This is an optimization exercise on Yosys and OpenROAD, whose aim is small area, not a production implementation. Power and IR drop assume default switching activity.

lane 1:
==> flow/design.v <==
module router_fsm(input clock,resetn,pkt_valid,fifo_full,fifo_empty_0,fifo_empty_1,fifo_empty_2,soft_reset_0,soft_reset_1,soft_reset_2,parity_done,low_pkt_valid,input[1:0]data_in, output write_enb_reg,detect_add,ld_state,laf_state,lfd_state,rst_int_reg,busy,output reg [1:0]temp);
parameter decode_address    =3'b000,
	  load_first_data   =3'b001,
	  load_data         =3'b010,
	  fifo_full_state   =3'b011,
	  load_after_full   =3'b100,
	  load_parity       =3'b101,
	  check_parity_error=3'b110,
	  wait_till_empty   =3'b111;
reg [2:0]ps,ns;
always@(posedge clock)
	if(!resetn)
		temp<=0;
	else if(ps==decode_address)
		temp<=data_in;
wire sel_empty = (data_in==2'b00) ? fifo_empty_0 : (data_in==2'b01) ? fifo_empty_1 : fifo_empty_2;
wire cur_empty = (temp==2'b00) ? fifo_empty_0 : (temp==2'b01) ? fifo_empty_1 : (temp==2'b10) ? fifo_empty_2 : 1'b0;
wire cur_sr    = (temp==2'b00) ? soft_reset_0 : (temp==2'b01) ? soft_reset_1 : (temp==2'b10) ? soft_reset_2 : 1'b0;
always@(posedge clock)
	if(!resetn || cur_sr)
		ps<=decode_address;
	else
		ps<=ns;
always@(*)
begin
	ns=ps;
	case(ps)
		decode_address:
			if(pkt_valid && data_in!=2'b11)
				ns = sel_empty ? load_first_data : wait_till_empty;
		load_first_data:
			ns=load_data;
		load_data:
			if(fifo_full)
				ns=fifo_full_state;
			else if(!pkt_valid)
				ns=load_parity;
		fifo_full_state:
			if(!fifo_full)
				ns=load_after_full;
		load_after_full:
			if(parity_done)
				ns=decode_address;
			else if(low_pkt_valid)
				ns=load_parity;
			else
				ns=load_data;
		load_parity:
			ns=check_parity_error;
		check_parity_error:
			ns = fifo_full ? fifo_full_state : decode_address;
		wait_till_empty:
			if(cur_empty)
				ns=load_first_data;
	endcase
end
assign detect_add = (ps==decode_address);
assign lfd_state  = (ps==load_first_data);
assign ld_state   = (ps==load_data);
assign busy = (ps!=decode_address) && (ps!=load_data);
assign write_enb_reg = (ps==load_data) || (ps==load_parity) || (ps==load_after_full);
assign laf_state = (ps==load_after_full);
assign rst_int_reg = (ps==check_parity_error);
endmodule
module router_sync(input clock,resetn,full_0,full_1,full_2,empty_0,empty_1,empty_2,write_enb_reg,read_enb_0,read_enb_1,read_enb_2,input[1:0]temp,output [2:0]write_enb,output vld_out_0,vld_out_1,vld_out_2,output fifo_full,output soft_reset_0,soft_reset_1,soft_reset_2);
assign fifo_full = (temp==2'b00) ? full_0 : (temp==2'b01) ? full_1 : (temp==2'b10) ? full_2 : 1'b0;
assign write_enb = write_enb_reg ? {temp==2'b10, temp==2'b01, temp==2'b00} : 3'b000;
assign vld_out_0 = ~empty_0;
assign vld_out_1 = ~empty_1;
assign vld_out_2 = ~empty_2;
router_wdog W0 (.clock(clock),.resetn(resetn),.vld(vld_out_0),.read_enb(read_enb_0),.soft_reset(soft_reset_0));
router_wdog W1 (.clock(clock),.resetn(resetn),.vld(vld_out_1),.read_enb(read_enb_1),.soft_reset(soft_reset_1));
router_wdog W2 (.clock(clock),.resetn(resetn),.vld(vld_out_2),.read_enb(read_enb_2),.soft_reset(soft_reset_2));
endmodule
module router_wdog(input clock,resetn,vld,read_enb,output reg soft_reset);
reg [4:0]count;
wire last = count[4] & ~count[2] & ~count[1] & ~count[0];
always@(posedge clock)
	if(!resetn || !vld || read_enb || last)
		count<=0;
	else
		count<={count[3:0], ~(count[4]^count[2])};
always@(posedge clock)
	soft_reset <= resetn && vld && !read_enb && last;
endmodule
module router_reg(input clock,resetn,pkt_valid,fifo_full,rst_int_reg,detect_add,ld_state,laf_state,lfd_state,input[7:0]data_in,output reg err,parity_done,low_pkt_valid,output reg[7:0]dout);
reg[7:0]full_byte,parity_diff;
wire hdr_ld = detect_add && pkt_valid && data_in[1:0]!=2'b11;
always@(posedge clock)
	if(hdr_ld || (ld_state && !fifo_full))
		dout<=data_in;
	else if(laf_state)
		dout<=full_byte;
always@(posedge clock)
	if(ld_state && fifo_full)
		full_byte<=data_in;
always@(posedge clock)
	if(!resetn)
		parity_diff<=8'd0;
	else if(detect_add)
		parity_diff<= hdr_ld ? data_in : 8'd0;
	else if(ld_state)
		parity_diff<=parity_diff^data_in;
always@(posedge clock)
	if(!resetn || rst_int_reg)
		low_pkt_valid<=1'b0;
	else if(ld_state && !pkt_valid)
		low_pkt_valid<=1'b1;
always@(posedge clock)
	if(!resetn)
		parity_done<=1'b0;
	else if((ld_state && !fifo_full && !pkt_valid) || (laf_state && low_pkt_valid))
		parity_done<=1'b1;
	else if(detect_add)
		parity_done<=1'b0;
always@(posedge clock)
	if(!resetn)
		err<=1'b0;
	else if(parity_done)
		err<= |parity_diff;
endmodule
module router_fifo(input clock,resetn,soft_reset,write_enb,read_enb,input[7:0]data_in,output full,empty,output [7:0]data_out);
reg [3:0]wr_ptr,rd_ptr;
reg cleared;
reg [7:0]mem[15:0];
assign full  = (wr_ptr+4'd1)==rd_ptr;
assign empty = wr_ptr==rd_ptr;
always@(posedge clock)
	if(!full)
		mem[wr_ptr]<=data_in;
always@(posedge clock)
	if(!resetn || soft_reset)
		wr_ptr<=0;
	else if(write_enb && !full)
		wr_ptr<=wr_ptr+1'b1;
always@(posedge clock)
	if(!resetn || soft_reset) begin
		rd_ptr<=0;
		cleared<=1'b1;
	end else if(read_enb && !empty) begin
		rd_ptr<=rd_ptr+1'b1;
		cleared<=1'b0;
	end
reg [7:0]rdata;
integer j;
always@(*) begin
	rdata = 8'd0;
	for(j=0;j<16;j=j+1)
		if(rd_ptr==((j+1)&15) && !(j==15 && cleared))
			rdata = rdata | mem[j];
end
assign data_out = rdata;
endmodule
module router_top(input clock,resetn,read_enb_0,read_enb_1,read_enb_2,pkt_valid,input [7:0]data_in, output [7:0]data_out_0,data_out_1,data_out_2, output vld_out_0,vld_out_1,vld_out_2,err,busy);
wire [2:0]write_enb;
wire [7:0]dout;
wire [1:0]temp;
wire fifo_full,empty_0,empty_1,empty_2,full_0,full_1,full_2,soft_reset_0,soft_reset_1,soft_reset_2;
wire parity_done,low_pkt_valid,write_enb_reg,detect_add,ld_state,laf_state,lfd_state,rst_int_reg;
router_fsm FSM1 (.clock(clock),.resetn(resetn),.pkt_valid(pkt_valid),.fifo_full(fifo_full),
	.fifo_empty_0(empty_0),.fifo_empty_1(empty_1),.fifo_empty_2(empty_2),
	.soft_reset_0(soft_reset_0),.soft_reset_1(soft_reset_1),.soft_reset_2(soft_reset_2),
	.parity_done(parity_done),.low_pkt_valid(low_pkt_valid),.data_in(data_in[1:0]),
	.write_enb_reg(write_enb_reg),.detect_add(detect_add),.ld_state(ld_state),.laf_state(laf_state),
	.lfd_state(lfd_state),.rst_int_reg(rst_int_reg),.busy(busy),.temp(temp));
router_sync SYNC1 (.clock(clock),.resetn(resetn),.temp(temp),.full_0(full_0),.full_1(full_1),.full_2(full_2),
	.empty_0(empty_0),.empty_1(empty_1),.empty_2(empty_2),.write_enb_reg(write_enb_reg),
	.read_enb_0(read_enb_0),.read_enb_1(read_enb_1),.read_enb_2(read_enb_2),.write_enb(write_enb),
	.vld_out_0(vld_out_0),.vld_out_1(vld_out_1),.vld_out_2(vld_out_2),.fifo_full(fifo_full),
	.soft_reset_0(soft_reset_0),.soft_reset_1(soft_reset_1),.soft_reset_2(soft_reset_2));
router_reg REG1 (.clock(clock),.resetn(resetn),.pkt_valid(pkt_valid),.fifo_full(fifo_full),.rst_int_reg(rst_int_reg),
	.detect_add(detect_add),.ld_state(ld_state),.laf_state(laf_state),.lfd_state(lfd_state),.data_in(data_in),
	.err(err),.parity_done(parity_done),.low_pkt_valid(low_pkt_valid),.dout(dout));
router_fifo FIFO0 (.clock(clock),.resetn(resetn),.soft_reset(soft_reset_0),.write_enb(write_enb[0]),.read_enb(read_enb_0),.data_in(dout),.full(full_0),.empty(empty_0),.data_out(data_out_0));
router_fifo FIFO1 (.clock(clock),.resetn(resetn),.soft_reset(soft_reset_1),.write_enb(write_enb[1]),.read_enb(read_enb_1),.data_in(dout),.full(full_1),.empty(empty_1),.data_out(data_out_1));
router_fifo FIFO2 (.clock(clock),.resetn(resetn),.soft_reset(soft_reset_2),.write_enb(write_enb[2]),.read_enb(read_enb_2),.data_in(dout),.full(full_2),.empty(empty_2),.data_out(data_out_2));
endmodule
clock: 5.0 ns
lec_check: 0
abc_area: 1
cap_margin: 20
core_margin: 2
core_utilization: 60
cts_buf_list: sky130_fd_sc_hd__clkbuf_8
cts_cluster_diameter: 60
cts_cluster_size: 20
slew_margin: 20
run.sh (not shown) runs the stock make flow with config.mk's settings and CLKGATE_MAP_FILE= SYNTH_SCRIPT=/design/flow/synth_recipe.tcl, a recipe that flattens the netlist after the stock synthesis.
Lane 1 completed end to end with timing, DRC and antenna clean.
--- input diff lane 1..lane 2 ---
-- flow/config.mk --
<<< lane 1, line 11
export CORE_UTILIZATION = 60
export CTS_BUF_LIST = sky130_fd_sc_hd__clkbuf_8
export CTS_CLUSTER_DIAMETER = 60
export CTS_CLUSTER_SIZE = 20
export SLEW_MARGIN = 20
>>> lane 2, line 11
export CORE_UTILIZATION = 60
export CTS_CLUSTER_DIAMETER = 80
export CTS_CLUSTER_SIZE = 30
export SLEW_MARGIN = 20
Results
- Lane 2 reached the final stage; the timing, design-rule and antenna checks on its layout passed.
- Cmp lane 2 vs lane 1: shortest clock period the worst path allows after layout lower in lane 2
- Compared with lane 1, in lane 2 power attributed to the clock group lost about 9%, switching fraction of total power lost 0.86 points, stage delay of the slowest cell on the critical path lost 0.08 ns.
No functional check of the RTL was part of any run of this note.

==> static timing again, ports no longer ideal <==
The results above use ideal ports. As a check the final layouts listed here were re-extracted and re-timed, cells and wires unchanged. Step 1 sets driving cells, clkbuf_16 on the clock port and buf_2 on the other inputs (assumed; they add their load-dependent delay and slew). Step 2 also shifts input and output timing later by t, the mid clock arrival at the registers, as if the neighbouring blocks saw the same clock. Three values: ideal ports, drivers, drivers and shift; two values: the first two.
run | t, ns | setup slack, ns | pins driven straight from the clock port
lane 1 | 0.601 | 0.518 / 0.473 / 1.075 | 1
lane 2 | 0.573 | 0.641 / 0.593 / 1.166 | 1
After both steps setup and hold are still met in every run listed.
